Background: an optimization exercise with open tools, aiming at small area, a short achievable clock period and few clock cycles. Do not read the settings as production practice.
The RTL was checked by simulation tests, not by an equivalence proof against the original design.
No activity file was given, so power comes from the tool's default toggle rates.

==> flow/design.v, too long to show whole: its modules and the start of the top module <==
// module dot_prod: 976 lines
// module dp_fa: 4 lines
// module dp_fx: 4 lines
// module dp_pc: 4 lines
// module dp_gc: 3 lines
// module dp_ha: 4 lines
module dot_prod (
  input wire clk, r_enable,
  input wire[9:0] init_i_t_a,
  input wire signed[63:0] init_acc_t_a,
  output wire[9:0] a_addr,
  input wire signed[26:0] a_rdata,
  output wire[9:0] b_addr,
  input wire signed[26:0] b_rdata,
  output reg w_enable,
  output reg signed[63:0] result
);
  // ...
==> flow/flow/run.sh <==
#!/bin/bash
# Standard ORFS layout, except that the port buffers inserted by buffer_ports are
# sky130_fd_sc_hd__buf_1 instead of the resizer's default pick (a clock delay buffer).
set -euo pipefail
export BUFFER_PORTS_ARGS="-buffer_cell sky130_fd_sc_hd__buf_1"
bash standard.sh > run_standard.log 2>&1
==> flow/standard.sh <==
#!/bin/bash
# synth_recipe.tcl (not shown) runs the flow's synth.tcl, then flattens the netlist and writes it again
# the make line also repeats each setting of config.mk as NAME=value (left out here)
make -C /OpenROAD-flow-scripts/flow DESIGN_CONFIG=/design/flow/config.mk WORK_HOME=/design/flow/orfs CLKGATE_MAP_FILE= SYNTH_SCRIPT=/design/flow/synth_recipe.tcl "${@:-finish}"
==> flow/config.mk <==
export PLATFORM = sky130hd
export DESIGN_NAME = dot_prod
export DESIGN_NICKNAME = dot_prod
export VERILOG_FILES = /design/flow/design.v
export SDC_FILE = /design/flow/constraint.sdc
export NUM_CORES = 4
export LEC_CHECK = 0
export CAP_MARGIN = 20
export CORE_MARGIN = 2
export CORE_UTILIZATION = 60
export CTS_CLUSTER_DIAMETER = 200
export CTS_CLUSTER_SIZE = 24
export GPL_TIMING_DRIVEN = 0
export SLEW_MARGIN = 60
export SYNTH_HIERARCHICAL = 1
export SYNTH_MINIMUM_KEEP_SIZE = 0
==> flow/constraint.sdc <==
create_clock -name core_clock -period 14.0 [get_ports {clk}]
set_input_delay 2.8000 -clock core_clock [delete_from_list [all_inputs] [get_ports {clk}]]
set_output_delay 2.8000 -clock core_clock [all_outputs]
set_load 0.01 [all_outputs]
==> flow_metrics.env, run 1 <==
export IMPL_regToRegStartpoint="btwo[11]"
export IMPL_timing_slew_headroom=0.581
export IMPL_hold_path_endpoint="w_enable"
export IMPL_most_common_layout_cells="sky130_fd_sc_hd__xnor2_1, sky130_fd_sc_hd__fa_1, sky130_fd_sc_hd__a22oi_1"
export IMPL_most_common_cell_in_the_synthesized_netlist="sky130_fd_sc_hd__xnor2_1"
export IMPL_synth_cells_most_frequent="sky130_fd_sc_hd__xnor2_1, sky130_fd_sc_hd__fa_1, sky130_fd_sc_hd__a22oi_1"
export IMPL_placedCellCount=3023
export IMPL_metal1_wirelength_mm=33.4
export IMPL_hold_start="q2"
export IMPL_swShare=0.460
export IMPL_slew_violations=0
export IMPL_grt_max_degree=27
export IMPL_synth_area_leader_cell="sky130_fd_sc_hd__fa_1"
export IMPL_num_clock_buffers=21
export IMPL_numClockSinks=254
export IMPL_area_sequential_um2=5730
export IMPL_worst_ir_drop_vdd_mv=0.315
export IMPL_cts_hold_repair_buffers=0
export IMPL_top_usage_layer="met2"
export IMPL_synthesis_instances=2275
export IMPL_r2r_worst_path_cells=10
export IMPL_run_status="timing/DRC/antenna clean"
export IMPL_worstPathMaxFanout=10
export IMPL_fin_setup_tns_ns=0
export IMPL_critical_path_n_buffers_inverters=2
export IMPL_n_all_inverters=36
export IMPL_insertion_delay_ns=0.53
export IMPL_setup_reg_to_reg_worst_slack_ns=9.49
export IMPL_commonest_non_fill_non_tap_cell_in_the_layout="sky130_fd_sc_hd__xnor2_1"
export IMPL_num_multi_input_gates=1746
export IMPL_groute_layer_met1_usage=0.522
export IMPL_core_area_um2=40900
export IMPL_crit_path_top_delay_cell="sky130_fd_sc_hd__fa_1"
export IMPL_rows=74
export IMPL_num_nets_final=3104
export IMPL_pwr_group_combinational_mw=5.95
export IMPL_global_route_wire_length_before_repair_mm=123
export IMPL_ant_nets=0
Testbench counts, summed over its fixed seeds: cycles 64,256.
==> inputs of run 2 (changes only) <==
--- a/flow/config.mk
+++ b/flow/config.mk
@@ -10,7 +10,7 @@
 export CORE_UTILIZATION = 60
 export CTS_CLUSTER_DIAMETER = 200
 export CTS_CLUSTER_SIZE = 24
-export GPL_TIMING_DRIVEN = 0
+export PLACE_DENSITY = 0.72
 export SLEW_MARGIN = 60
 export SYNTH_HIERARCHICAL = 1
 export SYNTH_MINIMUM_KEEP_SIZE = 0
==> run 2 against run 1 <==
Non-clock buffer count down 169. Synthesized cell count is the same. Clock power about the same. Still clean on timing, DRC and antenna. Register-to-register slack better by 0.51 ns. First-iteration DRC count down 15%. Hold slack worse by 0.0080 ns. Core utilization down 1.4 points. Critical endpoint is now b_addr[5]. Critical path type is now reg2out. Highest routed layer unchanged. Critical path depth shrank 9. Global-route usage is 6.0 points lower.
==> flow_metrics.env, run 2 <==
export IMPL_run_status="timing/DRC/antenna clean"
export IMPL_numClockSinks=254
export IMPL_placedCellCount=2856
export IMPL_synth_area_leaders="sky130_fd_sc_hd__fa_1, sky130_fd_sc_hd__dfxtp_1, sky130_fd_sc_hd__xnor2_1"
export IMPL_crit_path_top_delay_cell="sky130_fd_sc_hd__dfxtp_1"
export IMPL_die_area_um2=43100
export IMPL_power_share_combinational=0.762
export IMPL_crit_required_ns=11.20
export IMPL_setup_violations=0
export IMPL_grtUsageMet2=0.510
export IMPL_hold_start="q2"
export IMPL_logic_depth_of_the_worst_setup_path_including_buffers=1
export IMPL_die_x_um=208
export IMPL_layout_drive_gt1_share=0.0426
export IMPL_cts_root_buffer_cell="sky130_fd_sc_hd__clkbuf_16"
export IMPL_fin_setup_tns_ns=0
export IMPL_most_common_cell_in_the_synthesized_netlist="sky130_fd_sc_hd__xnor2_1"
export IMPL_ant_nets=0
export IMPL_remaining_design_rule_violation_count=0
export IMPL_async_set_reset_flop_share_out_of_synthesis=0
export IMPL_drt_iter0_drc=2117
export IMPL_global_route_wire_length_before_repair_mm=109
export IMPL_final_cell_count_no_fill=2879
export IMPL_gr_usage_all_layers=0.319
export IMPL_synth_edf_count=64
export IMPL_worst_ir_drop_vdd_mv=0.207
export IMPL_top_regs="result: 64 flops, c: 53 flops, s: 53 flops"
export IMPL_synth_top_family_by_area="adder cells"
export IMPL_maxCapViolCount=0
export IMPL_insertion_delay_ns=0.52
export IMPL_worst_setup_hold_path_clk_slew_ns=0.10
export IMPL_swShare=0.456
export IMPL_total_leakage_power_nw=10.4
export IMPL_routed_wirelength_mm=69.2
export IMPL_max_freq_mhz=249
export IMPL_cts_buffers=14
export IMPL_final_setup_skew_ns=0.0228
export IMPL_grt_met3_usage=0.0782
export IMPL_rows=74
export IMPL_final_min_clock_period_ns=4.01
export IMPL_worst_setup_path_start_kind="flop"
export IMPL_cp_cell_sequence="buf_1"
export IMPL_cts_repair_resized=0
export IMPL_synth_ff_latch_count=254
export IMPL_groute_layer_met1_usage=0.417
export IMPL_num_nets_final=2935
export IMPL_cts_setup_buffers=0
export IMPL_synth_simple_area_share=0.0484
export IMPL_mappedNetlistNets=2870
export IMPL_most_common_layout_cells="sky130_fd_sc_hd__xnor2_1, sky130_fd_sc_hd__fa_1, sky130_fd_sc_hd__a22oi_1"
export IMPL_largest_reg_flops=64
export IMPL_p_sw_mw=3.51
export IMPL_syn_cell_area_um2=24900
export IMPL_avgSynthCellArea_um2=10.9
export IMPL_first_global_vias=19700
export IMPL_hold_viol_final=0
export IMPL_ys_seq_area_frac=0.230
export IMPL_port_buffer_count=214
export IMPL_grt_overflow_total=0
export IMPL_antenna_cells=0
export IMPL_cp_arrival_ns=1.21
export IMPL_library_cells_used_by_synthesis=35
export IMPL_worstSetupEndpoint="b_addr[5]"
export IMPL_min_period_over_period=0.286
export IMPL_cts_path_max_buffers=3
export IMPL_worst_path_dominant_cell_family="flip-flops"
export IMPL_synth_mux_area_fraction=0.00181
export IMPL_commonest_non_fill_non_tap_cell_in_the_layout="sky130_fd_sc_hd__xnor2_1"
export IMPL_largest_register="result"
export IMPL_delay_contributed_by_the_slowest_stage_of_the_critical_path_ns=0.51
export IMPL_synthAdderAreaFrac=0.342
export IMPL_cell_internal_pwr_mw=4.20
export IMPL_setup_reg_to_reg_worst_slack_ns=10.00
export IMPL_initial_core_util=0.608
export IMPL_io_pins=215
export IMPL_critical_path_n_buffers_inverters=1
export IMPL_crit_path_start="k[5]"
export IMPL_pwr_share_clk=0.058
export IMPL_synthXorXnorAreaFrac=0.165
export IMPL_power_share_sequential=0.180
export IMPL_top_usage_layer="met2"
export IMPL_gp_routability_congestion=0.934
export IMPL_antenna_found_initial=0
export IMPL_regToRegStartpoint="bone[11]"
export IMPL_cts_htree_levels=1
export IMPL_floorplan_die_height_um=208
export IMPL_slew_violations=0
export IMPL_yosys_most_used_dff="sky130_fd_sc_hd__dfxtp_1"
export IMPL_synth_compound_area_frac=0.164
export IMPL_synth_cells_most_frequent="sky130_fd_sc_hd__xnor2_1, sky130_fd_sc_hd__fa_1, sky130_fd_sc_hd__a22oi_1"
export IMPL_synth_area_leader_cell="sky130_fd_sc_hd__fa_1"
export IMPL_worst_pin_slew_ns=0.600
export IMPL_cts_tree="done"
export IMPL_holdCritPathClass="reg2reg"
export IMPL_detailroute_via_count=18500
export IMPL_mean_number_of_vias_per_cell=6.43
export IMPL_crit_type="reg2out"
export IMPL_core_area_um2=40900
export IMPL_area_delta_synth_final_pct=5.80
export IMPL_worstPathMaxFanout=8
export IMPL_powerDensity_nw_per_um2=293
export IMPL_yosysTopAreaCellShare=0.288
export IMPL_half_perimeter_wire_length_after_detailed_placement_mm=46.4
export IMPL_endpoint_kind="output port"
export IMPL_synthesis_instances=2275
export IMPL_worst_r2r_endpoint="c[29]"
export IMPL_cts_hold_repair_buffers=0
export IMPL_drt_wirelength_per_cell_um=24.0
export IMPL_drtPass1Iterations=8
export IMPL_timing_slew_headroom=0.600
export IMPL_yosysWarnings=7
export IMPL_grt_max_degree=82
export IMPL_grt_setup_unrepaired="false"
export IMPL_r2r_worst_path_cells=9
## run 2: changes by cell type in the layout (fill, tap and decap cells not counted), sizes merged
cell and change:
clkbuf -62, buf -106
## run 2: worst min-delay path by stage
stage                    end  slack [ns]  cells past startpoint
finish              w_enable        0.44                      1
detailed placement  w_enable        0.43                      1
global placement    w_enable        0.42                      1
CTS                 w_enable        0.45                      1
floorplan               s[0]        0.33                      0
global route        w_enable        0.46                      1
## run 2: metal layers
layer / part of all wire / routed length, um
met1: 0.38 / 26300
met2: 0.47 / 32200
met3: 0.11 / 7750
met4: 0.042 / 2910
met5: 0 / 0
## run 2: metrics by stage
| step | worst slack [ns] | util | total power, mW | hold slack [ns] | cell area [um2] |
|---|---|---|---|---|---|
| detailed placement | 9.54 | 0.633 | 7.24 | 0.427 | 25900 |
| floorplan | 9.51 | - | 5.63 | 0.326 | 24900 |
| global route | 9.93 | 0.644 | 8.49 | 0.463 | 26300 |
| finish | 9.99 | 0.644 | 7.72 | 0.445 | 26300 |
| CTS | 9.97 | 0.643 | 7.74 | 0.451 | 26300 |
| global placement | 9.29 | 0.630 | 6.96 | 0.420 | 25800 |
## run 2: power by group through the flow
stage / Combinational, mW / Clock [mW] / Sequential [mW]
after floorplan: 4.23 / 0 / 1.40
after global placement: 5.56 / 0 / 1.41
after detailed placement: 5.82 / 0 / 1.41
after CTS: 5.87 / 0.467 / 1.40
after global routing: 6.58 / 0.489 / 1.43
final: 5.88 / 0.449 / 1.39
## run 2: final cells by class
cell class	count	area [um2]
timing repair buffer	288	1460
tap	532	666
fill	3346	14600
multi-input combinational	1746	17900
clock buffer	22	402
inverter	36	135
clock inverter	1	11.3
sequential	254	5730
## run 2: cell families after synthesis
family                   after synthesis
adder cells (fa/ha/maj)              465
flip-flops                           254
AO/OA/AOI/OAI                        572
buffers and inverters                275
XOR/XNOR                             469
other                                  1
multiplexers                           4
AND/OR/NAND/NOR                      235
## run 2: per-module statistics from Yosys (local to each module, per instance)
module / copies in the design / cells / flops+latches / cell area (um2)
dp_pc: 75 / 2 / 0 / 13.8
dp_fa: 358 / 1 / 0 / 20.0
dp_ha: 96 / 1 / 0 / 12.5
dot_prod: 1 / 1609 / 254 / 15000
dp_gc: 62 / 1 / 0 / 7.51
==> inputs of run 3 (changes only) <==
--- a/flow/config.mk
+++ b/flow/config.mk
@@ -7,10 +7,9 @@
 export LEC_CHECK = 0
 export CAP_MARGIN = 20
 export CORE_MARGIN = 2
-export CORE_UTILIZATION = 60
+export CORE_UTILIZATION = 70
 export CTS_CLUSTER_DIAMETER = 200
-export CTS_CLUSTER_SIZE = 24
-export PLACE_DENSITY = 0.72
+export CTS_CLUSTER_SIZE = 20
 export SLEW_MARGIN = 60
 export SYNTH_HIERARCHICAL = 1
 export SYNTH_MINIMUM_KEEP_SIZE = 0
==> run 3 against run 2 <==
Still clean on timing, DRC and antenna. Sequential power barely moved. First-iteration DRC count fell by 5.0%. Via count rose by 1.2%. Sequential share of layout area rose by 0.097 points. Maximum frequency is 1.9% lower. Design area down 0.45%. Clock-buffer cell count is 1 higher. Clock power rose by 5.8%. Area after synthesis is the same. Hold slack better by 0.0087 ns. Power rose by 2.2%. Critical endpoint is now result[43]. Largest cell class unchanged. Largest power group unchanged.
==> flow_metrics.env, run 3 <==
export IMPL_run_status="timing/DRC/antenna clean"
export IMPL_top_regs="result: 64 flops, c: 53 flops, s: 53 flops"
export IMPL_global_route_wire_length_before_repair_mm=105
export IMPL_num_nets_final=2934
export IMPL_worst_ir_drop_vdd_mv=0.257
export IMPL_ant_nets=0
export IMPL_cts_root_buffer_cell="sky130_fd_sc_hd__clkbuf_16"
export IMPL_grt_max_degree=91
export IMPL_powerDensity_nw_per_um2=301
export IMPL_holdCritPathClass="reg2reg"
export IMPL_crit_type="in2reg"
export IMPL_yosysTopAreaCellShare=0.288
export IMPL_cts_tree="done"
export IMPL_post_route_worst_setup_slack_ns=9.92
export IMPL_cts_setup_buffers=0
export IMPL_max_freq_mhz=245
export IMPL_endpoint_kind="flop"
export IMPL_most_common_cell_in_the_synthesized_netlist="sky130_fd_sc_hd__xnor2_1"
export IMPL_synth_cells_most_frequent="sky130_fd_sc_hd__xnor2_1, sky130_fd_sc_hd__fa_1, sky130_fd_sc_hd__a22oi_1"
export IMPL_slew_violations=0
export IMPL_power_share_combinational=0.763
export IMPL_floorplan_die_height_um=193
export IMPL_rows=69
export IMPL_grt_setup_unrepaired="false"
export IMPL_drt_wirelength_per_cell_um=24.4
export IMPL_power_share_sequential=0.177
export IMPL_antenna_found_initial=2
export IMPL_total_leakage_power_nw=10.3
export IMPL_fin_util=0.743
export IMPL_most_common_layout_cells="sky130_fd_sc_hd__xnor2_1, sky130_fd_sc_hd__fa_1, sky130_fd_sc_hd__a22oi_1"
export IMPL_insertion_delay_ns=0.53
export IMPL_worst_setup_path_start_kind="input pin"
export IMPL_maxCapViolCount=0
export IMPL_drt_iter0_drc=2012
export IMPL_numClockSinks=254
export IMPL_synth_area_leaders="sky130_fd_sc_hd__fa_1, sky130_fd_sc_hd__dfxtp_1, sky130_fd_sc_hd__xnor2_1"
export IMPL_initial_core_util=0.705
export IMPL_pwr_share_clk=0.060
export IMPL_grt_overflow_total=0
export IMPL_antenna_cells=0
export IMPL_first_global_vias=19300
export IMPL_post_place_ws_ns=9.33
export IMPL_routed_wirelength_mm=68.5
export IMPL_yosys_most_used_dff="sky130_fd_sc_hd__dfxtp_1"
export IMPL_setup_violations=0
export IMPL_worstPathMaxFanout=60
export IMPL_drtPass1Iterations=9
export IMPL_worst_pin_slew_ns=0.638
export IMPL_half_perimeter_wire_length_after_detailed_placement_mm=44.6
export IMPL_final_min_clock_period_ns=4.08
export IMPL_cts_hold_repair_buffers=0
export IMPL_cell_internal_pwr_mw=4.26
export IMPL_area_delta_synth_final_pct=5.33
export IMPL_synth_ff_latch_count=254
export IMPL_final_hold_worst_slack_ns=0.453
export IMPL_layout_drive_gt1_share=0.0422
export IMPL_fin_setup_tns_ns=0
export IMPL_mean_number_of_vias_per_cell=6.67
export IMPL_cts_buffers=16
export IMPL_yosysWarnings=7
export IMPL_remaining_design_rule_violation_count=0
export IMPL_io_pins=215
export IMPL_cts_htree_levels=1
export IMPL_mappedNetlistNets=2870
export IMPL_async_set_reset_flop_share_out_of_synthesis=0
export IMPL_worst_setup_hold_path_clk_slew_ns=0.08
export IMPL_timing_slew_headroom=0.575
export IMPL_synth_area_leader_cell="sky130_fd_sc_hd__fa_1"
export IMPL_cts_repair_resized=0
export IMPL_swShare=0.459
export IMPL_crit_required_ns=14.15
export IMPL_port_buffer_count=214
export IMPL_ys_seq_area_frac=0.230
export IMPL_synth_edf_count=64
export IMPL_avgSynthCellArea_um2=10.9
export IMPL_synthesis_instances=2275
export IMPL_syn_cell_area_um2=24900
export IMPL_core_area_um2=35300
export IMPL_cts_path_max_buffers=3
export IMPL_commonest_non_fill_non_tap_cell_in_the_layout="sky130_fd_sc_hd__xnor2_1"
export IMPL_cp_arrival_ns=4.24
export IMPL_p_sw_mw=3.62
export IMPL_min_period_over_period=0.292
export IMPL_die_x_um=193
export IMPL_die_area_um2=37100
export IMPL_largest_register="result"
export IMPL_hold_viol_final=0
export IMPL_gp_routability_congestion=0.922
export IMPL_library_cells_used_by_synthesis=35
export IMPL_detailroute_via_count=18700
export IMPL_gr_usage_all_layers=0.371
export IMPL_largest_reg_flops=64
export IMPL_final_setup_skew_ns=0.0327
run 3: cell counts after synthesis:
Identical to the previous run, type by type.
run 3: routing by layer:
| layer | wire, um | global-route usage |
|---|---|---|
| met5 | 29 | 0 |
| met4 | 3110 | 0.156 |
| met3 | 8800 | 0.0947 |
| met2 | 30600 | 0.577 |
| met1 | 26000 | 0.494 |
run 3: path summary, 6_finish.rpt:
check	start	to	slack (ns)	cells past startpoint
hold / removal	v2	v3	0.45	1
hold reg to reg	v2	v3	0.45	1
setup reg to reg	ra[5]	c[29]	10.02	9
setup / recovery	r_enable	result[43]	9.92	3
run 3: power by group through the flow:
stage | Sequential (mW) | Clock, mW | Combinational, mW
floorplan | 1.40 | 0 | 4.23
global placement | 1.40 | 0 | 5.70
detailed placement | 1.41 | 0 | 5.94
CTS | 1.40 | 0.483 | 5.96
global route | 1.43 | 0.510 | 6.67
finish | 1.39 | 0.475 | 6.01
run 3: final cells by class:
type / count / area, um2
fill: 2560 / 9080
sequential: 254 / 5730
clock buffer: 23 / 448
inverter: 36 / 135
timing repair buffer: 285 / 1390
tap: 461 / 577
multi-input combinational: 1746 / 17900
clock inverter: 1 / 8.76
run 3: critical path, cell delays in order:
cell and delay [ns]:
sky130_fd_sc_hd__buf_4 0.41, sky130_fd_sc_hd__or2_4 0.52, sky130_fd_sc_hd__buf_4 0.48
run 3: cells by family (layout without fill, tap and decap cells):
family                     count (synthesis)  count (layout)  share of synthesized area
DFF                                      254             254                      0.230
other                                      1               1                   0.000151
adders and majority gates                465             465                      0.342
buffers and inverters                    275             345                     0.0494
muxes                                      4               4                    0.00181
and+or+nand+nor                          235             235                     0.0484
xor gates and xnor gates                 469             469                      0.165
AOI/OAI and AO/OA                        572             572                      0.164
run 3: through the flow:
step           power [mW]  instance area (um2)  std cells
5_1_grt              8.61                26200       2806
6_report             7.88                26200       2806
2_1_floorplan        5.63                24900       2275
3_5_place_dp         7.35                25800       2782
3_3_place_gp         7.11                25700       2781
4_1_cts              7.84                26200       2806
run 3: modules after synthesis (local to each module, per instance):
module    cells inside  cell area [um2]
dot_prod          1609            15000
dp_fa                1             20.0
dp_pc                2             13.8
dp_ha                1             12.5
dp_gc                1             7.51

re-timing with driven ports:
Ports are ideal in the flow. The routed layouts listed here were re-timed in OpenROAD.
Step 1 assumes that a clkbuf_16 drives the clock port and a buf_2 every other input.
Step 2 also shifts input and output timing later by t, the mid clock arrival at the registers, as if the neighbouring blocks saw the same clock.
a / b / c = no drivers / after step 1 / after step 2; a / b = the first two.
| run | shift t [ns] | setup slack, ns | worst setup path at the end |
|---|---|---|---|
| run 1 | 0.573 | 9.491 / 9.491 / 9.295 | input to register |
| run 2 | 0.568 | 9.991 / 9.935 / 9.709 | input to register |
| run 3 | 0.567 | 9.915 / 9.942 / 9.376 | input to register |
After both steps every run listed still meets setup and hold. The setup slack of run 3, which loses most, moves by +0.027 ns with the drivers and by -0.539 ns with both steps.
